From an optimization exercise on the open Yosys and OpenROAD flow, aimed at small area; shortcuts taken in it are not production practice.
Function was not checked in any run shown here: the RTL went through the layout flow alone.

==> flow/design.v (outline; a module is shown in full before it is edited, if it fits) <==
// module multiplier: 4746 lines
// module fa_cell: 4 lines
// module ao22_cell: 3 lines
// module and2_cell: 3 lines
// module fa1_cell: 4 lines
// module ha_cell: 4 lines
// module mul_unit: 48 lines
module mul_unit (
    input wire clk,
    input wire A_flag,
    input wire U_flag,
    input wire LongMul,
    input wire [31:0] Rm_data,
    input wire [31:0] Rs_data,
    input wire [31:0] Rn_data,
    input wire [31:0] RdHi_data,
    input wire [31:0] RdLo_data,
    input wire [3:0] cpsr_flags,
    output wire [31:0] result_lo,
    output wire [31:0] result_hi,
    output wire [3:0] flags_out
);
  // ...
==> flow/flow/run.sh <==
#!/bin/bash
set -euo pipefail
bash standard.sh "BUFFER_PORTS_ARGS=-buffer_cell sky130_fd_sc_hd__buf_1" "CTS_ARGS=-sink_clustering_enable -repair_clock_nets -dont_use_dummy_load -buf_list sky130_fd_sc_hd__clkbuf_8" finish > standard_flow.log 2>&1
==> flow/standard.sh <==
#!/bin/bash
# synth_recipe.tcl (not shown) runs the flow's synth.tcl, then flattens the netlist and writes it again
# the make line also repeats each setting of config.mk as NAME=value (left out here)
make -C /OpenROAD-flow-scripts/flow DESIGN_CONFIG=/design/flow/config.mk WORK_HOME=/design/flow/orfs CLKGATE_MAP_FILE= SYNTH_SCRIPT=/design/flow/synth_recipe.tcl "${@:-finish}"
==> flow/config.mk <==
export PLATFORM = sky130hd
export DESIGN_NAME = mul_unit
export DESIGN_NICKNAME = mul_unit
export VERILOG_FILES = /design/flow/design.v
export SDC_FILE = /design/flow/constraint.sdc
export NUM_CORES = 4
export LEC_CHECK = 0
export ABC_AREA = 1
export CAP_MARGIN = 20
export CORE_MARGIN = 2
export CORE_UTILIZATION = 40
export SLEW_MARGIN = 20
export SYNTH_HIERARCHICAL = 1
export SYNTH_MINIMUM_KEEP_SIZE = 0
==> flow/constraint.sdc <==
create_clock -name core_clock -period 14.0 [get_ports {clk}]
set_input_delay 2.8000 -clock core_clock [delete_from_list [all_inputs] [get_ports {clk}]]
set_output_delay 2.8000 -clock core_clock [all_outputs]
set_load 0.01 [all_outputs]
==> results_dict.tcl, run 1 <==
set metrics [dict create \
    status "complete, no violations" \
    netlist_area_um2 27720 \
    synth_compound_area_frac 0.1245 \
    cp_slowest_cell "fa_1" \
    drt-total-wl_um 94170 \
    synth_edf_count 0 \
    clock_latency_ns 0.56 \
    clock_skew_ns 0.01988 \
    final_common_cell "fa_1" \
    clockBufferDepth 2 \
    vias_per_cell 5.841 \
    fmax_mhz 77.78 \
    ys_ff_latch 134 \
    syn_avg_cell_area_um2 9.846 \
    crit_family "adder cells" \
    stdcell_count 3775 \
    wire_per_inst_um 24.95 \
    crit_start "Rs_data[1]" \
    seq_cell_count 134 \
    antenna_found_initial 5 \
    cpMostUsedCell "fa_1" \
    overflow 0 \
    cp.required_ns 14.48 \
    syn_to_final_growth_pct 6.008 \
    post-route-cell-area_um2 29380 \
    syn_nets 3675 \
    muxShareOfSynthArea 0.005417 \
    r2r_slack_ns 13.57 \
    dp_cells 3755 \
    synth_top_cell_by_area "fa_1" \
    arrival_ns 13.34 \
    r2r_start "res_q[55]" \
    post_cts_buffers 0 \
    path_buf_inv 2 \
    hold_end "res_qq[54]" \
    hold_path_depth 0 \
    area_dominant_class "multi-input gates" \
    synthArstFlopShare 0 \
    die-area_um2 71410 \
    cts_tree "yes" \
]
==> run 2, diff against run 1 <==
--- a/flow/design.v
+++ b/flow/design.v
@@ -4460,229 +4460,187 @@
 ha_cell u665 (.a(n3487), .b(n3488), .s(n3780), .co(n3781));
 wire n3782 = n3779 ^ n3778;
 wire n3783 = n3779 & n3778;
 wire n3784 = n3486 | n3783;
 wire n3785 = n3780 ^ n3784;
 wire n3786 = n3780 & n3486;
 wire n3787 = n3781 | n3786;
 wire n3788 = n3780 & n3779;
-wire n3789 = n3788 & n3775;
+wire n3789 = n3788 & n3778;
 wire n3790 = n3787 | n3789;
-wire n3791 = n3788 & n3776;
-wire n3792 = n3791 & n3765;
-wire n3793 = n3790 | n3792;
-wire n3794 = ~n3490;
-wire n3795;
-wire n3796;
-ha_cell u666 (.a(n3491), .b(n3492), .s(n3795), .co(n3796));
-wire n3797 = n3794 ^ n3793;
-wire n3798 = n3794 & n3793;
-wire n3799 = n3490 | n3798;
-wire n3800 = n3795 ^ n3799;
-wire n3801 = n3795 & n3490;
-wire n3802 = n3796 | n3801;
-wire n3803 = n3795 & n3794;
-wire n3804 = n3803 & n3790;
-wire n3805 = n3802 | n3804;
-wire n3806 = n3803 & n3791;
-wire n3807 = n3806 & n3765;
-wire n3808 = n3805 | n3807;
-wire n3809 = ~n3494;
-wire n3810;
-wire n3811;
-ha_cell u667 (.a(n3173), .b(n3495), .s(n3810), .co(n3811));
-wire n3812 = n3809 ^ n3808;
-wire n3813 = n3809 & n3808;
-wire n3814 = n3494 | n3813;
-wire n3815 = n3810 ^ n3814;
-wire n3816 = n3810 & n3494;
-wire n3817 = n3811 | n3816;
-wire n3818 = n3810 & n3809;
-wire n3819 = n3818 & n3805;
-wire n3820 = n3817 | n3819;
-wire n3821 = n3818 & n3806;
-wire n3822 = n3821 & n3765;
-wire n3823 = n3820 | n3822;
-wire n3824 = ~n3496;
-wire n3825;
-wire n3826;
-ha_cell u668 (.a(n3221), .b(n3497), .s(n3825), .co(n3826));
-wire n3827 = n3824 ^ n3823;
-wire n3828 = n3824 & n3823;
-wire n3829 = n3496 | n3828;
-wire n3830 = n3825 ^ n3829;
-wire n3831 = n3825 & n3496;
-wire n3832 = n3826 | n3831;
-wire n3833 = n3825 & n3824;
-wire n3834 = n3833 & n3820;
-wire n3835 = n3832 | n3834;
-wire n3836 = n3833 & n3821;
-wire n3837 = n3836 & n3765;
+wire n3791 = ~n3490;
+wire n3792;
+wire n3793;
+ha_cell u666 (.a(n3491), .b(n3492), .s(n3792), .co(n3793));
+wire n3794 = n3791 ^ n3790;
+wire n3795 = n3791 & n3790;
+wire n3796 = n3490 | n3795;
+wire n3797 = n3792 ^ n3796;
+wire n3798 = n3792 & n3490;
+wire n3799 = n3793 | n3798;
+wire n3800 = n3792 & n3791;
+wire n3801 = n3800 & n3790;
+wire n3802 = n3799 | n3801;
+wire n3803 = ~n3494;
+wire n3804;
+wire n3805;
+ha_cell u667 (.a(n3173), .b(n3495), .s(n3804), .co(n3805));
+wire n3806 = n3803 ^ n3802;
+wire n3807 = n3803 & n3802;
+wire n3808 = n3494 | n3807;
+wire n3809 = n3804 ^ n3808;
+wire n3810 = n3804 & n3494;
+wire n3811 = n3805 | n3810;
+wire n3812 = n3804 & n3803;
+wire n3813 = n3812 & n3802;
+wire n3814 = n3811 | n3813;
+wire n3815 = ~n3496;
+wire n3816;
+wire n3817;
+ha_cell u668 (.a(n3221), .b(n3497), .s(n3816), .co(n3817));
+wire n3818 = n3815 ^ n3814;
+wire n3819 = n3815 & n3814;
+wire n3820 = n3496 | n3819;
+wire n3821 = n3816 ^ n3820;
+wire n3822 = n3816 & n3496;
+wire n3823 = n3817 | n3822;
+wire n3824 = n3816 & n3815;
+wire n3825 = n3824 & n3814;
+wire n3826 = n3823 | n3825;
+wire n3827 = ~n3498;
+wire n3828;
+wire n3829;
+ha_cell u669 (.a(n3265), .b(n3499), .s(n3828), .co(n3829));
+wire n3830 = n3827 ^ n3826;
+wire n3831 = n3827 & n3826;
+wire n3832 = n3498 | n3831;
+wire n3833 = n3828 ^ n3832;
+wire n3834 = n3828 & n3498;
+wire n3835 = n3829 | n3834;
+wire n3836 = n3828 & n3827;
+wire n3837 = n3836 & n3826;
 wire n3838 = n3835 | n3837;
-wire n3839 = ~n3498;
+wire n3839 = ~n3500;
 wire n3840;
 wire n3841;
-ha_cell u669 (.a(n3265), .b(n3499), .s(n3840), .co(n3841));
+ha_cell u670 (.a(n3305), .b(n3501), .s(n3840), .co(n3841));
 wire n3842 = n3839 ^ n3838;
 wire n3843 = n3839 & n3838;
-wire n3844 = n3498 | n3843;
+wire n3844 = n3500 | n3843;
 wire n3845 = n3840 ^ n3844;
-wire n3846 = n3840 & n3498;
+wire n3846 = n3840 & n3500;
 wire n3847 = n3841 | n3846;
 wire n3848 = n3840 & n3839;
-wire n3849 = n3848 & n3835;
+wire n3849 = n3848 & n3838;
 wire n3850 = n3847 | n3849;
-wire n3851 = n3848 & n3836;
-wire n3852 = n3851 & n3765;
-wire n3853 = n3850 | n3852;
-wire n3854 = ~n3500;
-wire n3855;
-wire n3856;
-ha_cell u670 (.a(n3305), .b(n3501), .s(n3855), .co(n3856));
-wire n3857 = n3854 ^ n3853;
-wire n3858 = n3854 & n3853;
-wire n3859 = n3500 | n3858;
-wire n3860 = n3855 ^ n3859;
-wire n3861 = n3855 & n3500;
-wire n3862 = n3856 | n3861;
-wire n3863 = n3855 & n3854;
-wire n3864 = n3863 & n3850;
-wire n3865 = n3862 | n3864;
-wire n3866 = n3863 & n3851;
-wire n3867 = n3866 & n3765;
-wire n3868 = n3865 | n3867;
-wire n3869 = ~n3502;
-wire n3870;
-wire n3871;
-ha_cell u671 (.a(n3341), .b(n3503), .s(n3870), .co(n3871));
-wire n3872 = n3869 ^ n3868;
-wire n3873 = n3869 & n3868;
-wire n3874 = n3502 | n3873;
-wire n3875 = n3870 ^ n3874;
-wire n3876 = n3870 & n3502;
-wire n3877 = n3871 | n3876;
-wire n3878 = n3870 & n3869;
-wire n3879 = n3878 & n3865;
-wire n3880 = n3877 | n3879;
-wire n3881 = n3878 & n3866;
-wire n3882 = n3881 & n3765;
-wire n3883 = n3880 | n3882;
-wire n3884 = ~n3504;
-wire n3885;
-wire n3886;
-ha_cell u672 (.a(n3373), .b(n3505), .s(n3885), .co(n3886));
-wire n3887 = n3884 ^ n3883;
-wire n3888 = n3884 & n3883;
-wire n3889 = n3504 | n3888;
-wire n3890 = n3885 ^ n3889;
-wire n3891 = n3885 & n3504;
-wire n3892 = n3886 | n3891;
-wire n3893 = n3885 & n3884;
-wire n3894 = n3893 & n3880;
-wire n3895 = n3892 | n3894;
-wire n3896 = n3893 & n3881;
-wire n3897 = n3896 & n3765;
+wire n3851 = ~n3502;
+wire n3852;
+wire n3853;
+ha_cell u671 (.a(n3341), .b(n3503), .s(n3852), .co(n3853));
+wire n3854 = n3851 ^ n3850;
+wire n3855 = n3851 & n3850;
+wire n3856 = n3502 | n3855;
+wire n3857 = n3852 ^ n3856;
+wire n3858 = n3852 & n3502;
+wire n3859 = n3853 | n3858;
+wire n3860 = n3852 & n3851;
+wire n3861 = n3860 & n3850;
+wire n3862 = n3859 | n3861;
+wire n3863 = ~n3504;
+wire n3864;
+wire n3865;
+ha_cell u672 (.a(n3373), .b(n3505), .s(n3864), .co(n3865));
+wire n3866 = n3863 ^ n3862;
+wire n3867 = n3863 & n3862;
+wire n3868 = n3504 | n3867;
+wire n3869 = n3864 ^ n3868;
+wire n3870 = n3864 & n3504;
+wire n3871 = n3865 | n3870;
+wire n3872 = n3864 & n3863;
+wire n3873 = n3872 & n3862;
+wire n3874 = n3871 | n3873;
+wire n3875 = ~n3506;
+wire n3876;
+wire n3877;
+ha_cell u673 (.a(n3401), .b(n3507), .s(n3876), .co(n3877));
+wire n3878 = n3875 ^ n3874;
+wire n3879 = n3875 & n3874;
+wire n3880 = n3506 | n3879;
+wire n3881 = n3876 ^ n3880;
+wire n3882 = n3876 & n3506;
+wire n3883 = n3877 | n3882;
+wire n3884 = n3876 & n3875;
+wire n3885 = n3884 & n3874;
+wire n3886 = n3883 | n3885;
+wire n3887 = ~n3508;
+wire n3888;
+wire n3889;
+ha_cell u674 (.a(n3425), .b(n3509), .s(n3888), .co(n3889));
+wire n3890 = n3887 ^ n3886;
+wire n3891 = n3887 & n3886;
+wire n3892 = n3508 | n3891;
+wire n3893 = n3888 ^ n3892;
+wire n3894 = n3888 & n3508;
+wire n3895 = n3889 | n3894;
+wire n3896 = n3888 & n3887;
+wire n3897 = n3896 & n3886;
 wire n3898 = n3895 | n3897;
-wire n3899 = ~n3506;
+wire n3899 = ~n3510;
 wire n3900;
 wire n3901;
-ha_cell u673 (.a(n3401), .b(n3507), .s(n3900), .co(n3901));
+ha_cell u675 (.a(n3445), .b(n3511), .s(n3900), .co(n3901));
 wire n3902 = n3899 ^ n3898;
 wire n3903 = n3899 & n3898;
-wire n3904 = n3506 | n3903;
+wire n3904 = n3510 | n3903;
 wire n3905 = n3900 ^ n3904;
-wire n3906 = n3900 & n3506;
+wire n3906 = n3900 & n3510;
 wire n3907 = n3901 | n3906;
 wire n3908 = n3900 & n3899;
-wire n3909 = n3908 & n3895;
+wire n3909 = n3908 & n3898;
 wire n3910 = n3907 | n3909;
-wire n3911 = n3908 & n3896;
-wire n3912 = n3911 & n3765;
-wire n3913 = n3910 | n3912;
-wire n3914 = ~n3508;
-wire n3915;
-wire n3916;
-ha_cell u674 (.a(n3425), .b(n3509), .s(n3915), .co(n3916));
-wire n3917 = n3914 ^ n3913;
-wire n3918 = n3914 & n3913;
-wire n3919 = n3508 | n3918;
-wire n3920 = n3915 ^ n3919;
-wire n3921 = n3915 & n3508;
-wire n3922 = n3916 | n3921;
-wire n3923 = n3915 & n3914;
-wire n3924 = n3923 & n3910;
-wire n3925 = n3922 | n3924;
-wire n3926 = n3923 & n3911;
-wire n3927 = n3926 & n3765;
-wire n3928 = n3925 | n3927;
-wire n3929 = ~n3510;
-wire n3930;
-wire n3931;
-ha_cell u675 (.a(n3445), .b(n3511), .s(n3930), .co(n3931));
-wire n3932 = n3929 ^ n3928;
-wire n3933 = n3929 & n3928;
-wire n3934 = n3510 | n3933;
-wire n3935 = n3930 ^ n3934;
-wire n3936 = n3930 & n3510;
-wire n3937 = n3931 | n3936;
-wire n3938 = n3930 & n3929;
-wire n3939 = n3938 & n3925;
-wire n3940 = n3937 | n3939;
-wire n3941 = n3938 & n3926;
-wire n3942 = n3941 & n3765;
-wire n3943 = n3940 | n3942;
-wire n3944 = ~n3512;
-wire n3945;
-wire n3946;
-ha_cell u676 (.a(n3461), .b(n3513), .s(n3945), .co(n3946));
-wire n3947 = n3944 ^ n3943;
-wire n3948 = n3944 & n3943;
-wire n3949 = n3512 | n3948;
-wire n3950 = n3945 ^ n3949;
-wire n3951 = n3945 & n3512;
-wire n3952 = n3946 | n3951;
-wire n3953 = n3945 & n3944;
-wire n3954 = n3953 & n3940;
-wire n3955 = n3952 | n3954;
-wire n3956 = n3953 & n3941;
-wire n3957 = n3956 & n3765;
-wire n3958 = n3955 | n3957;
-wire n3959 = ~n3514;
-wire n3960;
-wire n3961;
-ha_cell u677 (.a(n3473), .b(n3515), .s(n3960), .co(n3961));
-wire n3962 = n3959 ^ n3958;
-wire n3963 = n3959 & n3958;
-wire n3964 = n3514 | n3963;
-wire n3965 = n3960 ^ n3964;
-wire n3966 = n3960 & n3514;
-wire n3967 = n3961 | n3966;
-wire n3968 = n3960 & n3959;
-wire n3969 = n3968 & n3955;
-wire n3970 = n3967 | n3969;
-wire n3971 = n3968 & n3956;
-wire n3972 = n3971 & n3765;
-wire n3973 = n3970 | n3972;
-wire n3974 = ~n3516;
-wire n3975;
-wire n3976;
-ha_cell u678 (.a(n3481), .b(n3517), .s(n3975), .co(n3976));
-wire n3977 = n3974 ^ n3973;
-wire n3978 = n3974 & n3973;
-wire n3979 = n3516 | n3978;
-wire n3980 = n3975 ^ n3979;
-wire n3981 = n3975 & n3516;
-wire n3982 = n3976 | n3981;
-wire n3983 = n3975 & n3974;
-wire n3984 = n3983 & n3970;
-wire n3985 = n3982 | n3984;
-wire n3986 = n3983 & n3971;
-wire n3987 = n3986 & n3765;
-wire n3988 = n3985 | n3987;
+wire n3911 = ~n3512;
+wire n3912;
+wire n3913;
+ha_cell u676 (.a(n3461), .b(n3513), .s(n3912), .co(n3913));
+wire n3914 = n3911 ^ n3910;
+wire n3915 = n3911 & n3910;
+wire n3916 = n3512 | n3915;
+wire n3917 = n3912 ^ n3916;
+wire n3918 = n3912 & n3512;
+wire n3919 = n3913 | n3918;
+wire n3920 = n3912 & n3911;
+wire n3921 = n3920 & n3910;
+wire n3922 = n3919 | n3921;
+wire n3923 = ~n3514;
+wire n3924;
+wire n3925;
+ha_cell u677 (.a(n3473), .b(n3515), .s(n3924), .co(n3925));
+wire n3926 = n3923 ^ n3922;
+wire n3927 = n3923 & n3922;
+wire n3928 = n3514 | n3927;
+wire n3929 = n3924 ^ n3928;
+wire n3930 = n3924 & n3514;
+wire n3931 = n3925 | n3930;
+wire n3932 = n3924 & n3923;
+wire n3933 = n3932 & n3922;
+wire n3934 = n3931 | n3933;
+wire n3935 = ~n3516;
+wire n3936;
+wire n3937;
+ha_cell u678 (.a(n3481), .b(n3517), .s(n3936), .co(n3937));
+wire n3938 = n3935 ^ n3934;
+wire n3939 = n3935 & n3934;
+wire n3940 = n3516 | n3939;
+wire n3941 = n3936 ^ n3940;
+wire n3942 = n3936 & n3516;
+wire n3943 = n3937 | n3942;
+wire n3944 = n3936 & n3935;
+wire n3945 = n3944 & n3934;
+wire n3946 = n3943 | n3945;
 assign res[0] = n3617;
 assign res[1] = n3619;
 assign res[2] = n3621;
 assign res[3] = n3623;
 assign res[4] = n3625;
 assign res[5] = n3627;
 assign res[6] = n3629;
 assign res[7] = n3631;
@@ -4711,42 +4669,42 @@
 assign res[30] = n3753;
 assign res[31] = n3756;
 assign res[32] = n3762;
 assign res[33] = n3764;
 assign res[34] = n3770;
 assign res[35] = n3773;
 assign res[36] = n3782;
 assign res[37] = n3785;
-assign res[38] = n3797;
-assign res[39] = n3800;
-assign res[40] = n3812;
-assign res[41] = n3815;
-assign res[42] = n3827;
-assign res[43] = n3830;
-assign res[44] = n3842;
-assign res[45] = n3845;
-assign res[46] = n3857;
-assign res[47] = n3860;
-assign res[48] = n3872;
-assign res[49] = n3875;
-assign res[50] = n3887;
-assign res[51] = n3890;
-assign res[52] = n3902;
-assign res[53] = n3905;
-assign res[54] = n3917;
-assign res[55] = n3920;
-assign res[56] = n3932;
-assign res[57] = n3935;
-assign res[58] = n3947;
-assign res[59] = n3950;
-assign res[60] = n3962;
-assign res[61] = n3965;
-assign res[62] = n3977;
-assign res[63] = n3980;
+assign res[38] = n3794;
+assign res[39] = n3797;
+assign res[40] = n3806;
+assign res[41] = n3809;
+assign res[42] = n3818;
+assign res[43] = n3821;
+assign res[44] = n3830;
+assign res[45] = n3833;
+assign res[46] = n3842;
+assign res[47] = n3845;
+assign res[48] = n3854;
+assign res[49] = n3857;
+assign res[50] = n3866;
+assign res[51] = n3869;
+assign res[52] = n3878;
+assign res[53] = n3881;
+assign res[54] = n3890;
+assign res[55] = n3893;
+assign res[56] = n3902;
+assign res[57] = n3905;
+assign res[58] = n3914;
+assign res[59] = n3917;
+assign res[60] = n3926;
+assign res[61] = n3929;
+assign res[62] = n3938;
+assign res[63] = n3941;
 assign prod32 = n3615;
 endmodule
 module fa_cell (input wire a, input wire b, input wire c, output wire s, output wire co);
 assign s = a ^ b ^ c;
 assign co = (a & b) | (c & (a ^ b));
 endmodule
 module ao22_cell (input wire a, input wire b, input wire c, input wire d, output wire y);
 assign y = (a & b) | (c & d);
==> run 2 against run 1 <==
  * Still clean
  * Flip-flop and latch count stayed put
  * Final cell count is 1.1% lower
  * Sequential share of layout area hardly changed
==> results_dict.tcl, run 2 <==
set metrics [dict create \
    rsz0062_at_grt "no" \
    cp_slowest_cell "fa_1" \
    antenna_found_initial 3 \
    cp-end-kind "register" \
    cp.required_ns 14.46 \
    synth-main-ff-cell "dfxtp_1" \
    grt_pass1_vias 22278 \
    final_common_cell "fa_1" \
    dp_slack_ns -0.3297 \
    ant_nets 0 \
    layout-drive-gt1-share 0.07303 \
    coreArea_um2 68470 \
    drt_first_iter_violations 2497 \
    std_cell_rows 96 \
    overflow 0 \
    synthTopCellsByCount "fa_1 (551), xor2_1 (550), o22ai_1 (511)" \
    synth_warnings 7 \
    grt_usage 0.2643 \
    grt_start_max_net_pins 42 \
    firstDrtPassIters 6 \
    hold_ws_ns 0.3119 \
    syn_inst 2800 \
    met2_usage 0.4184 \
    clock_latency_ns 0.54 \
    cts_buffers 17 \
    die-area_um2 71070 \
    maxCapViolCount 0 \
    syn_avg_cell_area_um2 9.851 \
    synth.top_cells.by_area "fa_1 (40%), xor2_1 (17%), o22ai_1 (12%), dfxtp_1 (9.7%), ha_1 (6.4%)" \
    initial_utilization 0.4029 \
    port_buffers 232 \
    die_w_um 266.6 \
    setup_ws_ns 0.7626 \
    clockBufferDepth 2 \
    post-route-drc-count 0 \
    crit_type "input pin to register" \
    syn_nets 3660 \
    finalCritPeriodShare 0.9455 \
    final_cell_mix "fa_1 (551), xor2_1 (550), o22ai_1 (511)" \
    hold_buffers 0 \
    clk_pin_slew_ns 0.06 \
    ys_seq_area_frac 0.09726 \
    min_period_ns 13.24 \
    path_max_fanout 2 \
    synthArstFlopShare 0 \
    dp_hpwl_um 68110 \
    hold_viol_final 0 \
    cp_slowest_stage_delay_ns 0.45 \
    yosysMostFrequentCell "fa_1" \
    synth_edf_count 0 \
    status "complete, no violations" \
    grt_pass1_wl_um 140100 \
    gp_congestion 0.9711 \
    syn_to_final_growth_pct 6.645 \
    nets 3710 \
    finalSetupViolCount 0 \
    wire_per_inst_um 24.65 \
    finalMaxSlewViolations 0 \
    worst_slew_pin_slew_ns 0.8220 \
    clock_skew_ns 0.01621 \
    vias 21746 \
    met3_usage 0.06707 \
    cpMostUsedCell "fa_1" \
    netlist_area_um2 27580 \
    drt-total-wl_um 91980 \
    hold_class "register to register" \
    ys_ff_latch 134 \
    clock_sinks 134 \
    use_met1 0.3512 \
    ys_types 31 \
    top_regs "res_q: 64 flops, res_qq: 64 flops" \
    relSlewSlack 0.4412 \
    ios 236 \
    vias_per_cell 5.827 \
    setup_tns_ns 0 \
    grt_busiest_layer "met2" \
    cts-root-buf "clkbuf_8" \
    start_kind "input pin" \
    fmax_mhz 75.54 \
    htreeDepth 4 \
    die_h_um 266.6 \
    synth_top_cell_by_area "fa_1" \
    cts_tree "yes" \
    arrival_ns 13.70 \
    synth_top_area_share 0.3999 \
]
-- run 2: changes by cell type in the layout (fill, tap and decap cells not counted), moves of 2 or more --
| cell | before | now |
|---|---|---|
| buf_4 | 105 | 124 |
| and2_1 | 0 | 4 |
| nor2_1 | 103 | 99 |
| a21oi_1 | 32 | 30 |
| a22oi_1 | 2 | 0 |
| a31oi_1 | 2 | 0 |
| buf_12 | 0 | 2 |
| nand3_2 | 9 | 7 |
| nor2_2 | 5 | 3 |
-- run 2: worst paths after layout --
| check | start | to | slack [ns] | depth (start not counted) |
|---|---|---|---|---|
| worst max-delay path | Rs_data[1] | res_q[63] | 0.76 | 56 |
| worst min-delay path | res_q[21] | res_qq[21] | 0.31 | 0 |
| worst max register to register | res_q[3] | res_qq[3] | 13.58 | 0 |
| worst min register to register | res_q[21] | res_qq[21] | 0.31 | 0 |
-- run 2: Yosys stat by module, one instance, submodules excluded --
module	cells	times used
ao22_cell	3	32
multiplier	1829	1
mul_unit	196	1
fa_cell	1	551
and2_cell	2	32
ha_cell	1	64
-- run 2: stage by stage --
step | utilization | std cells | instance area (µm²)
2_1_floorplan | - | 2800 | 27580
5_1_grt | 0.4296 | 3732 | 29420
3_3_place_gp | 0.4255 | 3713 | 29140
4_1_cts | 0.4290 | 3730 | 29370
6_report | 0.4296 | 3732 | 29420
3_5_place_dp | 0.4255 | 3713 | 29140
-- run 2: per-layer routing --
metal	share of wire	up-vias	routed length, µm
li1	-	9279	-
met1	0.39	10832	36190
met2	0.46	1411	42590
met3	0.11	222	10370
met4	0.031	2	2820
met5	0.000087	-	8
-- run 2: final cells by class --
type / instances / area, µm²
Timing Repair Buffer: 359 / 1874
Tap cell: 882 / 1104
Fill cell: 6725 / 39050
Inverter: 169 / 634.4
Antenna cell: 2 / 5.005
Clock buffer: 17 / 234.0
Multi-Input combinational cell: 2169 / 22880
Sequential cell: 134 / 2683
-- run 2: logic make-up after synthesis --
logic type | Yosys count | share of synthesized area
xor+xnor | 576 | 0.1829
flops | 134 | 0.09726
buf+inv | 497 | 0.07662
compound gates | 548 | 0.1239
simple gates | 337 | 0.04990
fa+ha+maj | 692 | 0.4639
mux | 15 | 0.005443
other cells | 1 | 0.0001360
-- run 2: worst max-delay path, delay by kind of cell --
kind                     cells  cell delay (ns)
adder cells (fa/ha/maj)     18             7.02
AND/OR/NAND/NOR             30             2.95
AO/OA/AOI/OAI                4             0.48
XOR/XNOR                     2             0.31
buffers and inverters        2             0.15
-- run 2: repair_timing --
| action | CTS | global route |
|---|---|---|
| setup endpoints to repair | 0 | 8 |
| hold endpoints to repair | 0 | 0 |
| buffers inserted | 0 | 0 |
| gates resized for setup | 0 | 9 |

[static timing again, ports no longer ideal]
The flow's constraints put no driver on any port. The routed layouts listed below were extracted and timed again, unchanged, in two steps.
Step 1 sets driving cells, clkbuf_16 on the clock port and buf_2 on the other inputs (assumed; they add their load-dependent delay and slew).
Step 2 times the ports against the registers' clock, not the clock port: input delays grow and output delays shrink by t, the midpoint of the rising clock arrivals with the driver on.
Slacks: ideal / step 1 / step 2; pairs: ideal / step 1.
run | t, ns | setup WS [ns] | worst hold slack (ns) | worst register clock-pin slew, ns
run 1 | 0.617 | 1.144 / 1.175 / 0.558 | 0.304 / 0.304 / 0.304 | 0.09 / 0.09
run 2 | 0.593 | 0.763 / 0.794 / 0.201 | 0.312 / 0.312 / 0.312 | 0.09 / 0.09
After both steps setup and hold are still met in every run listed. The setup slack of run 1, which loses most, moves by +0.031 ns with the drivers and by -0.586 ns with both steps.
